Source: an optimization exercise on an open RTL-to-GDS flow (aim: small area, a short achievable clock period and few clock cycles per item). Production flows keep margins and buffers that such runs may drop.
Function was not checked in any run shown here: the RTL went through the layout flow alone.
Power and IR drop assume default switching activity.

==> flow/design.v <==
module rr_pick #(parameter n = 4) (
  input [n-1:0] req,
  input [n-1:0] prio,
  output logic [n-1:0] gnt
);
  integer k, d, j;
  logic path, clear;
  always_comb begin
    for (k = 0; k < n; k = k + 1) begin
      path = 1'b0;
      for (d = 0; d < n; d = d + 1) begin
        clear = prio[(k + n - d) % n];
        for (j = 1; j <= d; j = j + 1)
          clear = clear & ~req[(k + n - j) % n];
        path = path | clear;
      end
      gnt[k] = req[k] & path;
    end
  end
endmodule
module out_fifo #(parameter bits = 32) (
  input clk,
  input rst,
  input [2:0] ctr,
  input [6:0] ct1h,            
  input [bits-1:0] d0, d1, d2, d3,   
  input [3:0] sel,             
  input push,                  
  input pop,
  output [bits-1:0] dout,
  output reg pndng,
  output can_push_nxt          
);
  reg [bits-1:0] hd;           
  reg [bits-1:0] r [6:0];
  reg [6:0] v;                 
  reg [6:0] h;                 
  reg [2:0] oq [6:0];          
  reg [2:0] ow, orp;           
  reg [6:0] nph;               
  reg [2:0] cnt;               
  integer k;
  function automatic [2:0] inc7(input [2:0] x);
    inc7 = (x == 3'd6) ? 3'd0 : x + 3'd1;
  endfunction
  wire [bits-1:0] win = (d0 & {bits{sel[0]}}) | (d1 & {bits{sel[1]}}) |
                        (d2 & {bits{sel[2]}}) | (d3 & {bits{sel[3]}});
  wire do_pop = pop & pndng;
  wire adv = ~pndng | do_pop;            
  wire ring_any = (cnt != 3'd0);
  wire from_ring = adv & ring_any;
  wire to_ring = push;
  logic [bits-1:0] rd;
  always_comb begin
    rd = {bits{1'b0}};
    for (k = 0; k < 7; k = k + 1)
      rd = rd | (r[k] & {bits{h[k]}});
  end
  assign dout = hd;
  always @(posedge clk) begin
    if (from_ring) hd <= rd;
    r[0] <= to_ring ? win : r[6];
    for (k = 1; k < 7; k = k + 1) r[k] <= r[k-1];
  end
  logic [6:0] nxt_pos;
  integer c;
  always_comb
    for (k = 0; k < 7; k = k + 1) begin
      nxt_pos[k] = 1'b0;
      for (c = 0; c < 7; c = c + 1)
        nxt_pos[k] = nxt_pos[k] | (ct1h[c] & nph[(c + 7 - k) % 7]);
    end
  wire [2:0] orp2 = inc7(inc7(orp));
  always @(posedge clk)
    if (to_ring) oq[ow] <= ctr;
  wire new_old = to_ring & ((cnt == 3'd0) | ((cnt == 3'd1) & from_ring));
  wire [6:0] vp = v & ~(h & {7{from_ring}});
  assign can_push_nxt = ~vp[5];
  always @(posedge clk) begin
    if (new_old) h <= 7'd1;
    else if (from_ring) h <= nxt_pos;
    else h <= {h[5:0], h[6]};
    if (from_ring) nph <= (cnt >= 3'd3) ? 7'd1 << oq[orp2] : ct1h;
    else if (cnt < 3'd2) nph <= ct1h;
  end
  always @(posedge clk or posedge rst) begin
    if (rst) begin
      v <= 7'd0;
      ow <= 3'd0;
      orp <= 3'd0;
      cnt <= 3'd0;
      pndng <= 1'b0;
    end else begin
      v <= {vp[5:0], to_ring | vp[6]};
      if (to_ring) ow <= inc7(ow);
      if (from_ring) orp <= inc7(orp);
      cnt <= cnt + {2'd0, to_ring} - {2'd0, from_ring};
      pndng <= (pndng & ~do_pop) | ring_any;
    end
  end
endmodule
module router_bus_gnrtr #(parameter pck_sz = 40, parameter num_ntrfs=4, parameter broadcast = {8{1'b1}}, parameter fifo_depth=8,parameter id_c = 2,parameter id_r = 2,parameter columns= 4, parameter rows = 4)(
  input clk,
  input reset,
  input [num_ntrfs*pck_sz-1:0] data_out_i_in,
  input [num_ntrfs-1:0] pndng_i_in,
  input [num_ntrfs-1:0] pop,
  output [num_ntrfs-1:0] popin,
  output [num_ntrfs-1:0] pndng,
  output [num_ntrfs*pck_sz-1:0] data_out
);
  localparam pb = pck_sz - 8;     
  reg [pb-1:0] sd [0:3];    
  reg [3:0] sq [0:3];       
  reg [3:0] gr [0:3];       
  reg [3:0] psh;            
  reg [3:0] nacc;           
  reg [3:0] sld;            
  reg [3:0] lv;             
  reg [3:0] prio [0:3];     
  reg [2:0] ctr;            
  reg [6:0] ct1h;           
  logic [3:0] take;
  logic [3:0] sq_n [0:3];
  logic [3:0] req_n [0:3];   
  logic [3:0] gr_n [0:3];
  logic [3:0] room_n;        
  always @(posedge clk or posedge reset)
    if (reset) begin
      ctr <= 3'd0;
      ct1h <= 7'd1;
    end else begin
      ctr <= (ctr == 3'd6) ? 3'd0 : ctr + 3'd1;
      ct1h <= {ct1h[5:0], ct1h[6]};
    end
  genvar i, o;
  generate
    for (i = 0; i < 4; i = i + 1) begin : _in_
      wire [3:0] r = data_out_i_in[i*pck_sz + pb - 1 -: 4];
      wire [3:0] c = data_out_i_in[i*pck_sz + pb - 5 -: 4];
      wire m = data_out_i_in[i*pck_sz + pb - 9];
      wire rlt = r < id_r, rgt = r > id_r, clt = c < id_c, cgt = c > id_c;
      wire [3:0] fd;    
      assign fd[0] = m ? rlt : (!clt & !cgt & rlt);
      assign fd[2] = m ? rgt : (!clt & !cgt & rgt);
      assign fd[3] = m ? (!rlt & !rgt & clt) : clt;
      assign fd[1] = m ? (!rlt & !rgt & cgt) : cgt;
      assign take[i] = pndng_i_in[i] & ~nacc[i];
      assign popin[i] = take[i];
      always_comb begin
        if (take[i]) sq_n[i] = fd;
        else if (lv[i]) sq_n[i] = 4'd0;
        else sq_n[i] = sq[i];
      end
      always @(posedge clk)
        if (sld[i]) sd[i] <= data_out_i_in[i*pck_sz +: pb];
      wire lv_n = gr_n[0][i] | gr_n[1][i] | gr_n[2][i] | gr_n[3][i];
      always @(posedge clk or posedge reset)
        if (reset) begin
          sq[i] <= 4'd0;
          nacc[i] <= 1'b0;
          sld[i] <= 1'b1;
          lv[i] <= 1'b0;
        end else begin
          sq[i] <= sq_n[i];
          nacc[i] <= (sq_n[i] != 4'd0) & ~lv_n;
          sld[i] <= (sq_n[i] == 4'd0) | lv_n;
          lv[i] <= lv_n;
        end
    end
    for (o = 0; o < 4; o = o + 1) begin : _out_
      wire can_push_nxt;
      assign room_n[o] = can_push_nxt;
      always_comb begin
        for (int j = 0; j < 4; j = j + 1)
          req_n[o][j] = sq_n[j][o] & room_n[o];
      end
      rr_pick #(.n(4)) arb (.req(req_n[o]), .prio(prio[o]), .gnt(gr_n[o]));
      always @(posedge clk or posedge reset)
        if (reset) begin
          gr[o] <= 4'd0;
          psh[o] <= 1'b0;
          prio[o] <= 4'd1;
        end else begin
          gr[o] <= gr_n[o];
          psh[o] <= |gr_n[o];
          if (|gr_n[o]) prio[o] <= {gr_n[o][2:0], gr_n[o][3]};
        end
      if (o == 0) begin : _o0_
        logic [pb-4:0] dq;
        out_fifo #(.bits(pb-3)) fifo_out (
          .clk(clk), .rst(reset), .ctr(ctr), .ct1h(ct1h), .can_push_nxt(can_push_nxt),
          .d0({sd[0][pb-4], sd[0][pb-5:0]}), .d1({sd[1][pb-4], sd[1][pb-5:0]}),
          .d2({sd[2][pb-4], sd[2][pb-5:0]}), .d3({sd[3][pb-4], sd[3][pb-5:0]}), .sel(gr[o]), .push(psh[o]), .pop(pop[o]),
          .dout(dq), .pndng(pndng[o])
        );
        assign data_out[o*pck_sz +: pb] = {3'b000, dq};
      end else if (o == 3) begin : _o3_
        logic [pb-4:0] dq;
        out_fifo #(.bits(pb-3)) fifo_out (
          .clk(clk), .rst(reset), .ctr(ctr), .ct1h(ct1h), .can_push_nxt(can_push_nxt),
          .d0({sd[0][pb-1 -: 4], sd[0][pb-8:0]}), .d1({sd[1][pb-1 -: 4], sd[1][pb-8:0]}),
          .d2({sd[2][pb-1 -: 4], sd[2][pb-8:0]}), .d3({sd[3][pb-1 -: 4], sd[3][pb-8:0]}), .sel(gr[o]), .push(psh[o]), .pop(pop[o]),
          .dout(dq), .pndng(pndng[o])
        );
        assign data_out[o*pck_sz +: pb] = {dq[pb-4 -: 4], 3'b000, dq[pb-8:0]};
      end else begin : _o12_
        out_fifo #(.bits(pb)) fifo_out (
          .clk(clk), .rst(reset), .ctr(ctr), .ct1h(ct1h), .can_push_nxt(can_push_nxt),
          .d0(sd[0]), .d1(sd[1]), .d2(sd[2]), .d3(sd[3]), .sel(gr[o]), .push(psh[o]), .pop(pop[o]),
          .dout(data_out[o*pck_sz +: pb]), .pndng(pndng[o])
        );
      end
      assign data_out[o*pck_sz + pb +: 8] = 8'(o);
    end
  endgenerate
endmodule
==> flow/flow/run.sh <==
#!/bin/bash
set -euo pipefail
export BUFFER_PORTS_ARGS="-buffer_cell sky130_fd_sc_hd__buf_2"
bash standard.sh > flow_make.log 2>&1
==> flow/standard.sh <==
#!/bin/bash
# synth_recipe.tcl (not shown) runs the flow's synth.tcl, then flattens the netlist and writes it again
# the make line also repeats each setting of config.mk as NAME=value (left out here)
make -C /OpenROAD-flow-scripts/flow DESIGN_CONFIG=/design/flow/config.mk WORK_HOME=/design/flow/orfs CLKGATE_MAP_FILE= SYNTH_SCRIPT=/design/flow/synth_recipe.tcl "${@:-finish}"
==> flow/config.mk <==
export PLATFORM = sky130hd
export DESIGN_NAME = router_bus_gnrtr
export DESIGN_NICKNAME = router_bus_gnrtr
export VERILOG_FILES = /design/flow/design.v
export SDC_FILE = /design/flow/constraint.sdc
export NUM_CORES = 4
export LEC_CHECK = 0
export CAP_MARGIN = 20
export CORE_MARGIN = 2
export CORE_UTILIZATION = 45
export CTS_CLUSTER_DIAMETER = 80
export CTS_CLUSTER_SIZE = 20
export SETUP_SLACK_MARGIN = 2.65
export SLEW_MARGIN = 20
==> flow/constraint.sdc <==
create_clock -name core_clock -period 5.0 [get_ports {clk}]
set_input_delay 1.0000 -clock core_clock [delete_from_list [all_inputs] [get_ports {clk}]]
set_output_delay 1.0000 -clock core_clock [all_outputs]
set_load 0.01 [all_outputs]
==> impl_metrics.json, run 1 <==
{
  "netlist_area_sq_um": 45340,
  "yosys.area_share.xor_xnor": 0.0007727,
  "yosys_warnings": 19,
  "finalHoldViolations": 0,
  "vias": 31140,
  "async_flop_share": 0.1025,
  "synthDistinctLibCells": 73,
  "cts_hold_buffers": 0,
  "worst-path-stages": 9,
  "max-slew-margin-rel": 0.2060,
  "drt_iter0_drc": 4804,
  "ff2ff_path_depth": 8,
  "final_antenna_net_count": 0,
  "clk_latency_ns": 0.68,
  "hold_path_class": "primary input to async pin",
  "viasPerCell": 6.145,
  "power.density_nw_per_um2": 655.8,
  "critPathMaxFanout": 3,
  "maxCapViolCount": 0,
  "drive_gt1_frac": 0.1720,
  "cts.sinks": 1386,
  "cpPeakStageDelay_ns": 0.53,
  "coreArea_sq_um": 100000,
  "grt_max_degree": 135,
  "vdd_drop_max_mv": 0.2946,
  "htreeDepth": 3,
  "slew_violations": 0,
  "setup_tns_ns": 0,
  "first_pass_iters": 10,
  "synth_simple_gate_area_frac": 0.06184,
  "antenna_found_initial": 14,
  "grt_usage": 0.2575,
  "critPathTopFamily": "simple AND/OR/NAND/NOR gates",
  "seqCellArea_sq_um": 32140,
  "drc_errors": 0,
  "fmax_mhz": 379.1,
  "yosysSeqAreaShare": 0.7078,
  "dieWidth_um": 321.4,
  "layout.nets": 3895,
  "start_kind": "primary input",
  "setup_violations": 0,
  "clock-root-buffer": "clkbuf_16",
  "dieArea_sq_um": 103300,
  "synth.mux.area_fraction": 0.008693,
  "synth_edf_count": 362,
  "fin_skew_ns": 0.02759,
  "worst_slew_pin_slew_ns": 1.191,
  "endpoint_kind": "register",
  "area_growth_syn_to_layout_pct": 13.39,
  "grt_pass1_vias": 29240,
  "synth_seq_cells": 1386,
  "ys.flop_type": "dfxtp_1",
  "routed_wl_mm": 137.2,
  "die_y_um": 321.4,
  "crit_chain": "buf_6, or4b_4, a211o_1, a311oi_2, buf_4, a21oi_4, o311ai_4, nand2_2, or4_4",
  "cts_tree": "done",
  "cp.required_ns": 5.60,
  "std_cell_rows": 116,
  "worst-path-buf-inv": 2,
  "dp.final_hpwl_mm": 90.47,
  "overflow": 0,
  "synth-compound-area-share": 0.1831,
  "slowest_stage": "or4b_4",
  "cts_buffer_depth": 3,
  "gp_congestion": 0.8963,
  "avgSynthCellArea_sq_um": 13.05,
  "multi_input_area_sq_um": 12630,
  "wl_per_cell_um": 27.07,
  "synth_fa_ha_area_frac": 0.006182,
  "worst_ep_arrival_time_ns": 3.24,
  "leakagePower_nw": 19.47,
  "finalCriticalPeriod_ns": 2.638,
  "cts_buffers": 80,
  "syn_inst": 3475,
  "portBuffers": 267,
  "grt_pass1_wl_mm": 197.8,
  "period_share": 0.5276,
  "synth_top_family_by_area": "compound AO/OA/AOI/OAI gates",
  "crit_type": "primary input to register",
  "nFillCells": 8546,
  "rsz0062_at_grt": "yes",
  "initial_utilization": 0.4534,
  "clk_pin_slew_ns": 0.09,
  "io_pins": 338,
  "status": "timing/DRC/antenna clean",
  "p_total_w": 0.03372
}
cells by family after synthesis:
family | after synthesis
flip-flops | 1386
AO/OA/AOI/OAI | 1095
AND/OR/NAND/NOR | 596
buffers and inverters | 338
multiplexers | 34
adder cells (fa/ha/maj) | 20
XOR/XNOR | 4
other | 2
placed cells by master, fill, tap and decap left out, types with 14 or more instances in the layout:
cell	count
a222oi_1	150
nand3_1	139
nor2_1	190
edfxtp_1	362
inv_1	56
a21boi_0	20
buf_6	16
dfrtp_2	17
a21o_1	14
clkbuf_1	49
dfxtp_1	864
nand2_1	114
clkbuf_16	83
conb_1	38
nand2b_1	38
dfxtp_2	17
a21oi_1	27
o211ai_1	17
dfrtp_1	116
a22oi_1	544
a31oi_1	151
nor3_1	19
nand4_1	14
o21ai_0	61
buf_4	99
buf_2	252
through the flow:
stage               instances    util  hold slack, ns  setup slack [ns]  cell area (sq um)
floorplan                3511       -          0.3298             1.891              45940
global placement         4858  0.4802          0.3313             1.506              48020
detailed placement       4858  0.4802          0.3360             1.453              48020
CTS                      5037  0.5106          0.2642             2.460              51060
global route             5068  0.5141          0.2853             2.330              51410
finish                   5068  0.5141          0.2857             2.362              51410
synth_stat cells (all sizes together), types with 14 or more instances:
cell | number | share of area
inv | 77 | 0.0064
clkbuf | 203 | 0.017
mux2i | 18 | 0.0040
nor3 | 24 | 0.0026
a21oi | 31 | 0.0035
nor2 | 191 | 0.016
nand4 | 14 | 0.0019
edfxtp | 362 | 0.24
dfrtp | 133 | 0.073
ha | 16 | 0.0044
o21ai | 69 | 0.0076
o211ai | 17 | 0.0028
a21o | 15 | 0.0025
buf | 57 | 0.0082
a21boi | 20 | 0.0033
a211oi | 15 | 0.0025
a22oi | 544 | 0.090
a31oi | 151 | 0.021
a222oi | 150 | 0.033
dfxtp | 882 | 0.39
nand2b | 48 | 0.0066
nand3 | 141 | 0.016
nand2 | 120 | 0.010
state kept, by name, indices dropped and copies added (netlist names), 14 cells and up:
signal and count:
_out_.genblk1._o3_.fifo_out.hd 29, _out_._o0_.fifo_out.oq 21, _out_.genblk1._o12_.fifo_out.hd 64, _out_.genblk1._o3_.fifo_out.oq 21, _out_._o0_.fifo_out.hd 29, sd 128, _out_.genblk1._o12_.fifo_out.nph 14, _out_.genblk1._o3_.fifo_out.r 203
_out_.genblk1._o12_.fifo_out.r 448, sq 16, _out_._o0_.fifo_out.r 203, prio 16, _out_.genblk1._o12_.fifo_out.h 14, _out_.genblk1._o12_.fifo_out.v 14, gr 16, _out_.genblk1._o12_.fifo_out.oq 42
power by group:
| group | switching, W | internal (W) | total [W] |
|---|---|---|---|
| registers | 0.00387 | 0.0161 | 0.0200 |
| logic | 0.00405 | 0.00283 | 0.00688 |
| clock network | 0.00371 | 0.00317 | 0.00687 |
path summary, 6_finish.rpt:
path	endpoint	startpoint	slack, ns
worst max-delay path	sld[2]$_DFF_PP1_	data_out_i_in[146]	2.36
worst min-delay path	_out_[2].genblk1._o12_.fifo_out.pndng$_DFF_PP0_	reset	0.29
worst max register to register	sld[2]$_DFF_PP1_	_out_[1].genblk1._o12_.fifo_out.h[5]$_SDFF_PP0_	2.55
worst min register to register	_out_[3].genblk1._o3_.fifo_out.r[4][21]$_DFF_P_	_out_[3].genblk1._o3_.fifo_out.r[3][21]$_DFF_P_	0.34
max in group asynchronous	_out_[3].genblk1._o3_.fifo_out.cnt[1]$_DFF_PP0_	reset	3.67
min in group core_clock	_out_[3].genblk1._o3_.fifo_out.r[4][21]$_DFF_P_	_out_[3].genblk1._o3_.fifo_out.r[3][21]$_DFF_P_	0.34
routing by layer:
layer  track usage  part of all wire  routed length (um)  up-vias
li1              -                 -                   -    13760
met1        0.3582              0.42               57160    15590
met2        0.4003              0.46               62730     1543
met3       0.05346             0.090               12290      243
met4       0.08899             0.036                5004        4
met5             0           0.00016                  22        -
layout make-up:
type	count	area share
inverter	78	0.006644
tap	1298	0.03159
antenna	2	0.00009735
multi-input combinational	1787	0.2457
clock buffer	134	0.04429
clock inverter	11	0.002263
timing repair buffer	372	0.04432
sequential	1386	0.6251
timing repair:
action / in CTS / in global routing
endpoints found under the setup margin: 127 / 79
resized for setup: 92 / 24
setup buffers: 34 / 27
endpoints found under the hold margin: 0 / 0
gates cloned: 0 / 1
pin swaps: 15 / 12
==> run 2: changes to the inputs <==
--- a/flow/design.v
+++ b/flow/design.v
@@ -21,8 +21,6 @@
 module out_fifo #(parameter bits = 32) (
   input clk,
   input rst,
-  input [2:0] ctr,
-  input [6:0] ct1h,            
   input [bits-1:0] d0, d1, d2, d3,   
   input [3:0] sel,             
   input push,                  
@@ -33,21 +31,16 @@
 );
   reg [bits-1:0] hd;           
   reg [bits-1:0] r [6:0];
+  reg [2:0] dl [6:0];          
   reg [6:0] v;                 
   reg [6:0] h;                 
-  reg [2:0] oq [6:0];          
-  reg [2:0] ow, orp;           
-  reg [6:0] nph;               
-  reg [2:0] cnt;               
-  integer k;
-  function automatic [2:0] inc7(input [2:0] x);
-    inc7 = (x == 3'd6) ? 3'd0 : x + 3'd1;
-  endfunction
+  reg [2:0] sc;                
+  integer k, m;
   wire [bits-1:0] win = (d0 & {bits{sel[0]}}) | (d1 & {bits{sel[1]}}) |
                         (d2 & {bits{sel[2]}}) | (d3 & {bits{sel[3]}});
   wire do_pop = pop & pndng;
   wire adv = ~pndng | do_pop;            
-  wire ring_any = (cnt != 3'd0);
+  wire ring_any = |v;
   wire from_ring = adv & ring_any;
   wire to_ring = push;
   logic [bits-1:0] rd;
@@ -57,44 +50,37 @@
       rd = rd | (r[k] & {bits{h[k]}});
   end
   assign dout = hd;
+  logic [6:0] nxt;
+  always_comb
+    for (k = 0; k < 7; k = k + 1) begin
+      nxt[k] = 1'b0;
+      for (m = 1; m < 7; m = m + 1)
+        nxt[k] = nxt[k] | ((dl[k] == m) & h[(k + m) % 7]);
+      nxt[k] = nxt[k] & v[k];
+    end
+  wire [6:0] vp = v & ~(h & {7{from_ring}});
+  wire new_old = to_ring & ~(|vp);
+  assign can_push_nxt = ~vp[5];
   always @(posedge clk) begin
     if (from_ring) hd <= rd;
     r[0] <= to_ring ? win : r[6];
-    for (k = 1; k < 7; k = k + 1) r[k] <= r[k-1];
-  end
-  logic [6:0] nxt_pos;
-  integer c;
-  always_comb
-    for (k = 0; k < 7; k = k + 1) begin
-      nxt_pos[k] = 1'b0;
-      for (c = 0; c < 7; c = c + 1)
-        nxt_pos[k] = nxt_pos[k] | (ct1h[c] & nph[(c + 7 - k) % 7]);
+    dl[0] <= to_ring ? sc : dl[6];
+    for (k = 1; k < 7; k = k + 1) begin
+      r[k] <= r[k-1];
+      dl[k] <= dl[k-1];
     end
-  wire [2:0] orp2 = inc7(inc7(orp));
-  always @(posedge clk)
-    if (to_ring) oq[ow] <= ctr;
-  wire new_old = to_ring & ((cnt == 3'd0) | ((cnt == 3'd1) & from_ring));
-  wire [6:0] vp = v & ~(h & {7{from_ring}});
-  assign can_push_nxt = ~vp[5];
-  always @(posedge clk) begin
     if (new_old) h <= 7'd1;
-    else if (from_ring) h <= nxt_pos;
+    else if (from_ring) h <= {nxt[5:0], nxt[6]};
     else h <= {h[5:0], h[6]};
-    if (from_ring) nph <= (cnt >= 3'd3) ? 7'd1 << oq[orp2] : ct1h;
-    else if (cnt < 3'd2) nph <= ct1h;
   end
   always @(posedge clk or posedge rst) begin
     if (rst) begin
       v <= 7'd0;
-      ow <= 3'd0;
-      orp <= 3'd0;
-      cnt <= 3'd0;
+      sc <= 3'd0;
       pndng <= 1'b0;
     end else begin
       v <= {vp[5:0], to_ring | vp[6]};
-      if (to_ring) ow <= inc7(ow);
-      if (from_ring) orp <= inc7(orp);
-      cnt <= cnt + {2'd0, to_ring} - {2'd0, from_ring};
+      sc <= to_ring ? 3'd1 : ((sc == 3'd6) ? 3'd0 : sc + 3'd1);
       pndng <= (pndng & ~do_pop) | ring_any;
     end
   end
@@ -118,21 +104,11 @@
   reg [3:0] sld;            
   reg [3:0] lv;             
   reg [3:0] prio [0:3];     
-  reg [2:0] ctr;            
-  reg [6:0] ct1h;           
   logic [3:0] take;
   logic [3:0] sq_n [0:3];
   logic [3:0] req_n [0:3];   
   logic [3:0] gr_n [0:3];
   logic [3:0] room_n;        
-  always @(posedge clk or posedge reset)
-    if (reset) begin
-      ctr <= 3'd0;
-      ct1h <= 7'd1;
-    end else begin
-      ctr <= (ctr == 3'd6) ? 3'd0 : ctr + 3'd1;
-      ct1h <= {ct1h[5:0], ct1h[6]};
-    end
   genvar i, o;
   generate
     for (i = 0; i < 4; i = i + 1) begin : _in_
@@ -189,7 +165,7 @@
       if (o == 0) begin : _o0_
         logic [pb-4:0] dq;
         out_fifo #(.bits(pb-3)) fifo_out (
-          .clk(clk), .rst(reset), .ctr(ctr), .ct1h(ct1h), .can_push_nxt(can_push_nxt),
+          .clk(clk), .rst(reset),  .can_push_nxt(can_push_nxt),
           .d0({sd[0][pb-4], sd[0][pb-5:0]}), .d1({sd[1][pb-4], sd[1][pb-5:0]}),
           .d2({sd[2][pb-4], sd[2][pb-5:0]}), .d3({sd[3][pb-4], sd[3][pb-5:0]}), .sel(gr[o]), .push(psh[o]), .pop(pop[o]),
           .dout(dq), .pndng(pndng[o])
@@ -198,7 +174,7 @@
       end else if (o == 3) begin : _o3_
         logic [pb-4:0] dq;
         out_fifo #(.bits(pb-3)) fifo_out (
-          .clk(clk), .rst(reset), .ctr(ctr), .ct1h(ct1h), .can_push_nxt(can_push_nxt),
+          .clk(clk), .rst(reset),  .can_push_nxt(can_push_nxt),
           .d0({sd[0][pb-1 -: 4], sd[0][pb-8:0]}), .d1({sd[1][pb-1 -: 4], sd[1][pb-8:0]}),
           .d2({sd[2][pb-1 -: 4], sd[2][pb-8:0]}), .d3({sd[3][pb-1 -: 4], sd[3][pb-8:0]}), .sel(gr[o]), .push(psh[o]), .pop(pop[o]),
           .dout(dq), .pndng(pndng[o])
@@ -206,7 +182,7 @@
         assign data_out[o*pck_sz +: pb] = {dq[pb-4 -: 4], 3'b000, dq[pb-8:0]};
       end else begin : _o12_
         out_fifo #(.bits(pb)) fifo_out (
-          .clk(clk), .rst(reset), .ctr(ctr), .ct1h(ct1h), .can_push_nxt(can_push_nxt),
+          .clk(clk), .rst(reset),  .can_push_nxt(can_push_nxt),
           .d0(sd[0]), .d1(sd[1]), .d2(sd[2]), .d3(sd[3]), .sel(gr[o]), .push(psh[o]), .pop(pop[o]),
           .dout(data_out[o*pck_sz +: pb]), .pndng(pndng[o])
         );
==> impl_metrics.json, run 2 <==
{
  "grt_usage": 0.2715,
  "final_util": 0.5183,
  "clk_latency_ns": 0.66,
  "p_int_w": 0.02175,
  "synth_seq_cells": 1324,
  "maxCapViolCount": 0,
  "rsz0062_at_grt": "yes",
  "grt_pass1_wl_mm": 188.0,
  "yosysSeqAreaShare": 0.7144,
  "swShare": 0.3514,
  "async_flop_share": 0.08157,
  "finalCriticalPeriod_ns": 2.671,
  "crit_type": "primary input to register",
  "drc_errors": 0,
  "synth.area.top_cells": "dfxtp_1 (47%), edfxtp_1 (18%), a22oi_1 (8.9%)",
  "initial_utilization": 0.4528,
  "grt_max_degree": 75,
  "max-slew-margin-rel": 0.2687,
  "gp_congestion": 0.9641,
  "avgSynthCellArea_sq_um": 12.82,
  "cts_tree": "done",
  "dieArea_sq_um": 94390,
  "synthDistinctLibCells": 68,
  "cts_buffer_depth": 3,
  "std_cell_rows": 111,
  "yosysMostFrequentCell": "dfxtp_1",
  "cts_buffers": 78,
  "finalHoldViolations": 0,
  "power.density_nw_per_um2": 708.1,
  "dp.final_hpwl_mm": 88.33,
  "hp-start": "_out_[1].genblk1._o12_.fifo_out.r[4][1]$_DFF_P_",
  "io_pins": 338,
  "yosys_warnings": 21,
  "placed_area_sq_um": 43830,
  "antenna_found_initial": 5,
  "viasPerCell": 6.102,
  "hold-worst-slack_ns": 0.3354,
  "power.share.clock": 0.196,
  "regMostFlops": "_out_.genblk1._o12_.fifo_out.r",
  "wl_per_cell_um": 27.80,
  "start_kind": "primary input",
  "final_common_cell": "dfxtp_1",
  "area_growth_syn_to_layout_pct": 14.48,
  "vdd_drop_max_mv": 0.3220,
  "clk_pin_slew_ns": 0.08,
  "yosysTopAreaCell": "dfxtp_1",
  "period_share": 0.5342,
  "layout.nets": 3653,
  "setup_tns_ns": 0,
  "synth_top_cell_area_share": 0.4674,
  "largest_registers": "_out_.genblk1._o12_.fifo_out.r x448, _out_._o0_.fifo_out.r x203, _out_.genblk1._o3_.fifo_out.r x203",
  "cp.required_ns": 5.58,
  "routed_wl_mm": 131.3,
  "final_antenna_net_count": 0,
  "endpoint_kind": "register",
  "power_frac_seq": 0.589,
  "instances_no_fill": 4723,
  "overflow": 0,
  "fin_skew_ns": 0.03404,
  "status": "timing/DRC/antenna clean",
  "clock-root-buffer": "clkbuf_16",
  "htreeDepth": 3,
  "ys.flop_type": "dfxtp_1",
  "dieWidth_um": 307.2,
  "largest_reg_flops": 448,
  "vias": 28820,
  "crit_start": "data_out_i_in[71]",
  "die_y_um": 307.2,
  "synth_edf_count": 250,
  "drive_gt1_frac": 0.1816,
  "cpPeakStageDelay_ns": 0.57,
  "p_switching_w": 0.01178,
  "drt_iter0_drc": 4117,
  "slew_violations": 0,
  "worst_ep_arrival_time_ns": 3.25,
  "critPathTopFamily": "simple AND/OR/NAND/NOR gates",
  "r2r_start": "_out_[3].genblk1._o3_.fifo_out.h[5]$_SDFF_PP0_",
  "crit_top_cell": "or4b_4",
  "syn_inst": 3228,
  "final_cell_area_sq_um": 47370,
  "first_pass_iters": 7,
  "synthTopCellsByCount": "dfxtp_1 (966), a22oi_1 (488), edfxtp_1 (250), nor2_1 (199), clkbuf_1 (169)",
  "fmax_mhz": 374.4,
  "setup_violations": 0,
  "cts.sinks": 1324,
  "coreArea_sq_um": 91390,
  "final_cell_mix": "dfxtp_1 (950), a22oi_1 (488), buf_2 (254)",
  "worst-path-buf-inv": 1,
  "grt_pass1_vias": 26980,
  "hold_path_class": "register to register",
  "crit_chain": "buf_8, or4b_4, a211oi_4, o21ai_4, o2111ai_2, a21oi_4, or4b_4, or2_1",
  "worst_slew_pin_slew_ns": 1.097,
  "portBuffers": 267,
  "cts_hold_buffers": 0,
  "place_inst": 4511,
  "critPathMaxFanout": 6,
  "slowest_stage": "or4b_4",
  "leakagePower_nw": 17.96,
  "netlist_area_sq_um": 41380,
  "combPwrFrac": 0.215
}
-- run 2: metrics by stage --
step | total power [W] | setup slack (ns)
after detailed placement | 0.02633 | 1.432
after global placement | 0.02621 | 1.471
final | 0.03354 | 2.329
after CTS | 0.03322 | 2.331
after global routing | 0.03505 | 2.319
after floorplan | 0.02234 | 1.943
-- run 2: cells by family (layout without fill, tap and decap cells) --
kind of cell / after synthesis / in the layout / synth area share
AO/OA/AOI/OAI: 1021 / 1021 / 0.1834
other: 2 / 39 / 0.0001815
AND/OR/NAND/NOR: 557 / 557 / 0.06511
flip-flops: 1324 / 1324 / 0.7144
buffers and inverters: 304 / 576 / 0.03157
multiplexers: 20 / 20 / 0.005322
-- run 2: repair_timing --
action,in CTS,in global routing
cloned,4,1
buffers inserted,41,32
setup endpoints to repair,197,132
resized for setup,69,54
pin swaps,20,33
-- run 2: layout make-up --
type,count,area (sq um)
Fill cell,7970,44020
Sequential cell,1324,29610
Multi-Input combinational cell,1636,11270
Timing Repair Buffer,376,2426
Clock buffer,123,2163
Tap cell,1186,1484
Inverter,63,260.3
Clock inverter,10,117.6
Timing Repair inverter,4,30.03
Antenna cell,1,2.502
-- run 2: routing by layer --
| metal | vias to the layer above | share of wire | track usage |
|---|---|---|---|
| li1 | 12760 | - | - |
| met1 | 14290 | 0.43 | 0.3941 |
| met2 | 1546 | 0.44 | 0.4054 |
| met3 | 218 | 0.092 | 0.04810 |
| met4 | 2 | 0.040 | 0.1028 |
| met5 | - | 0.000099 | 0 |
-- run 2: path summary, 6_finish.rpt --
path / to / slack (ns) / cells past startpoint
min in group asynchronous: _out_[0]._o0_.fifo_out.pndng$_DFF_PP0_ / 0.50 / 3
max reg2reg: sld[0]$_DFF_PP1_ / 2.46 / 7
min: _out_[1].genblk1._o12_.fifo_out.r[5][1]$_DFF_P_ / 0.34 / 0
max in group asynchronous: psh[1]$_DFF_PP0_ / 3.63 / 3
max: sld[0]$_DFF_PP1_ / 2.33 / 8
min reg2reg: _out_[1].genblk1._o12_.fifo_out.r[5][1]$_DFF_P_ / 0.34 / 0
-- run 2: power groups by stage --
| stage | combinational, W | sequential, W | clock [W] |
|---|---|---|---|
| 2_1_floorplan | 0.00396 | 0.0184 | 0 |
| 3_3_place_gp | 0.00650 | 0.0197 | 0 |
| 3_5_place_dp | 0.00653 | 0.0198 | 0 |
| 4_1_cts | 0.00694 | 0.0196 | 0.00667 |
| 5_1_grt | 0.00774 | 0.0202 | 0.00708 |
| 6_report | 0.00720 | 0.0198 | 0.00658 |

-- separate check: timing with driven ports --
The results above use ideal ports. As a check the final layouts listed here were re-extracted and re-timed, cells and wires unchanged.
Step 1 assumes that a clkbuf_16 drives the clock port and a buf_2 every other input.
Step 2 adds t to the input delays and takes it off the output delays; t is the mean of the earliest and latest rising clock arrival at the registers after step 1. Input paths then give back, and output paths get back, about the clock's delay inside the block.
Three values: ideal ports, drivers, drivers and shift; two values: the first two.
run	t, ns	setup WS [ns]	worst setup path at the end	slew at the worst register clock pin (ns)
run 1	0.740	2.362 / 2.407 / 1.666	input to register	0.09 / 0.09
run 2	0.722	2.329 / 2.363 / 1.641	input to register	0.09 / 0.09
After both steps every run listed still meets setup and hold. For run 1, which loses most, drivers alone change the setup slack by +0.045 ns; drivers and shift together by -0.696 ns.
